From an optimization exercise on the open Yosys and OpenROAD flow, aimed at small area and a short achievable clock period; shortcuts taken in it are not production practice. Function was checked by simulation only, so behaviour that the tests miss may differ from the original.

==> inputs of branch maple <==
## part2
module part2 (
    clear,
    clock,
    digit,
    digit_valid,
    end_of_line,
    total,
    line_result
);
    input clear;
    input clock;
    input [3:0] digit;
    input digit_valid;
    input end_of_line;
    output [63:0] total;
    output [47:0] line_result;
    reg [47:4] z;        
    reg [3:0] x0;        
    reg [39:0] ls;       
    reg [4:0] lg;        
    reg [5:1] lp;        
    reg [63:0] tot;
    integer k;
    reg  [11:1] shr;     
    wire        sh0 = shr[1] | (x0 < digit);    
    wire [3:0]  y0 = sh0 ? digit : x0;
    wire [47:0] y = {z, y0};
    reg  [11:1] ysh;
    always @(*) begin
        ysh[11] = y[47:44] < y[43:40];
        for (k = 10; k >= 1; k = k - 1)
            ysh[k] = ysh[k + 1] | (y[4 * k +: 4] < y[4 * k - 4 +: 4]);
    end
    reg  [47:4] zn;
    always @(*)
        for (k = 1; k < 12; k = k + 1)
            zn[4 * k +: 4] = ysh[k] ? y[4 * k - 4 +: 4] : y[4 * k +: 4];
    wire [3:0] r0;    
    assign r0[0] = (y[0]);
    assign r0[1] = (y[1]);
    assign r0[2] = (y[2]);
    assign r0[3] = (y[3]);
    wire [5:0] r1;    
    assign r1[0] = (y[4]);
    assign r1[1] = (y[5]);
    assign r1[2] = (y[4] & ~y[6]) | (~y[4] & y[6]);
  ...
Settings: LEC_CHECK=0, ABC_AREA=1, CAP_MARGIN=20, CORE_MARGIN=2, CORE_UTILIZATION=40, SETUP_SLACK_MARGIN=2.9, SLEW_MARGIN=20; clock period 6.5 ns.
standard.sh (not shown) runs the stock make flow with config.mk's settings and CLKGATE_MAP_FILE= SYNTH_SCRIPT=/design/flow/synth_recipe.tcl, a recipe that flattens the netlist after the stock synthesis.
==> flow/flow/run.sh <==
#!/bin/bash
# The standard layout (standard.sh), with these changes:
#  - synthesis leaves adders to ABC as plain gates (ADDER_MAP_FILE empty: no
#    full or half adder cells), so ABC can restructure the arithmetic;
#  - ABC's area script maps for a delay target (flow/abc_area.script) instead
#    of the unreachable default, so it can recover area off the critical paths;
set -euo pipefail
here=$(pwd)
rm -rf "$here/synth_scripts"
cp -r "$FLOW_HOME/scripts" "$here/synth_scripts"
cp "$here/flow/abc_area.script" "$here/synth_scripts/abc_area.script"
bash standard.sh ADDER_MAP_FILE= SCRIPTS_DIR="$here/synth_scripts" synth > synth.log 2>&1
export BUFFER_PORTS_ARGS="-buffer_cell sky130_fd_sc_hd__buf_2"
bash standard.sh ADDER_MAP_FILE= "BUFFER_PORTS_ARGS=$BUFFER_PORTS_ARGS" finish > layout.log 2>&1
==> flow/flow/abc_area.script <==
strash
dch -f
map -D 2500 -A 0.9
topo
stime -c
buffer -c
upsize -c -D 2500
dnsize -c -D 2500
==> branch willow (differences from branch maple) <==
- CTS_BUF_LIST: not set -> sky130_fd_sc_hd__clkbuf_8
==> branch pepper (differences from branch maple) <==
- CAP_MARGIN: 20 -> 10
- CTS_BUF_LIST: not set -> sky130_fd_sc_hd__clkbuf_8
- SETUP_SLACK_MARGIN: 2.9 -> 2.75
- SLEW_MARGIN: 20 -> 10
==> branch quartz (differences from branch maple) <==
==> flow/flow/abc_area.script (replaced) <==
strash
dch -f
map -D 2300 -A 0.9
topo
stime -c
buffer -c
upsize -c -D 2300
dnsize -c -D 2300
- CTS_BUF_LIST: not set -> sky130_fd_sc_hd__clkbuf_8
- SETUP_SLACK_MARGIN: 2.9 -> 2.75
==> run summary <==
|  | branch quartz | branch maple | branch willow | branch pepper |
|---|---|---|---|---|
| Sequential cell area share | 18.4% | 18.4% | 18.5% | 18.8% |
| Tap cell count | 525 | 518 | 518 | 518 |
| Crit path largest cell delay | 0.38 ns | 0.33 ns | 0.34 ns | 0.35 ns |
| Placed cells | 3449 | 3352 | 3352 | 3353 |
| Hold path startpoint | tot[63]$_SDFFE_PP0P_ | ls[14]$_SDFFE_PP0P_ | tot[63]$_SDFFE_PP0P_ | tot[63]$_SDFFE_PP0P_ |
| Result of the run | no timing/DRC/antenna violations | no timing/DRC/antenna violations | no timing/DRC/antenna violations | no timing/DRC/antenna violations |
| Area share of the largest cell type after synthesis | 20.0% | 20.5% | 20.5% | 20.5% |
| Simple-gate share of the synthesized area | 40.6% | 40.0% | 40.0% | 40.0% |
| Pin count of the biggest net entering global routing | 70 | 98 | 98 | 97 |
| Netlist cell types | 59 | 54 | 54 | 54 |
| Worst setup slack before clock tree synthesis | 2.41 ns | 2.55 ns | 2.55 ns | 2.51 ns |
| Pin slew with the least headroom to its limit | 1.06 ns | 0.968 ns | 0.987 ns | 1.05 ns |
| Placed wire-length estimate after detailed placement | 37.5 mm | 34.9 mm | 34.9 mm | 35.5 mm |
| Non-clock buffering overhead in the final layout | 4.27% | 4.90% | 5.29% | 4.15% |
| Worst-skew pair later-pin latency | 0.53 ns | 0.47 ns | 0.52 ns | 0.52 ns |
| Fraction of met3 tracks used by global routing | 3.36% | 3.35% | 2.69% | 3.31% |
| Endpoint of the most critical register-to-register path | ls[18]$_SDFFE_PP0P_ | tot[47]$_SDFFE_PP0P_ | tot[47]$_SDFFE_PP0P_ | ls[19]$_SDFFE_PP0P_ |
| Number of setup buffers added after CTS | 11 | 8 | 9 | 8 |
| Post-Route Utilization | 44.9% | 46.5% | 46.2% | 44.9% |
| Post-route insts no fill | 3500 | 3420 | 3429 | 3401 |
| ClkCell Share | 2.38% | 3.15% | 2.10% | 2.20% |
| Min Clock Period, post-route | 3.65 ns | 3.53 ns | 3.60 ns | 3.60 ns |
| Number of fill cells | 4260 | 4092 | 4104 | 4228 |

## re-timing with driven ports
In the flow no input, the clock included, has a driving cell. The finished layouts below were timed again as built, in two steps.
Step 1 assumes that a clkbuf_16 drives the clock port and a buf_2 every other input.
Step 2, shift: input delay + t, output delay - t, t = (earliest + latest rising clock arrival at the registers) / 2. This alone moves slack from input paths to output paths.
Slacks: no drivers / after step 1 / after step 2; pairs: no drivers / after step 1.
run | t, ns | setup slack, ns | worst setup path at the end | clock arrival spread, ns | pins driven straight from the clock port
branch maple | 0.520 | 2.971 / 2.912 / 2.662 | input to register | 0.012 / 0.012 | 1
branch willow | 0.561 | 2.898 / 2.846 / 2.625 | input to register | 0.019 / 0.019 | 1
branch pepper | 0.565 | 2.899 / 2.848 / 2.621 | input to register | 0.014 / 0.015 | 1
branch quartz | 0.566 | 2.852 / 2.801 / 2.522 | input to register | 0.023 / 0.023 | 1
After both steps setup and hold are still met in every run listed. For branch quartz, which loses most, drivers alone change the setup slack by -0.051 ns; drivers and shift together by -0.330 ns.
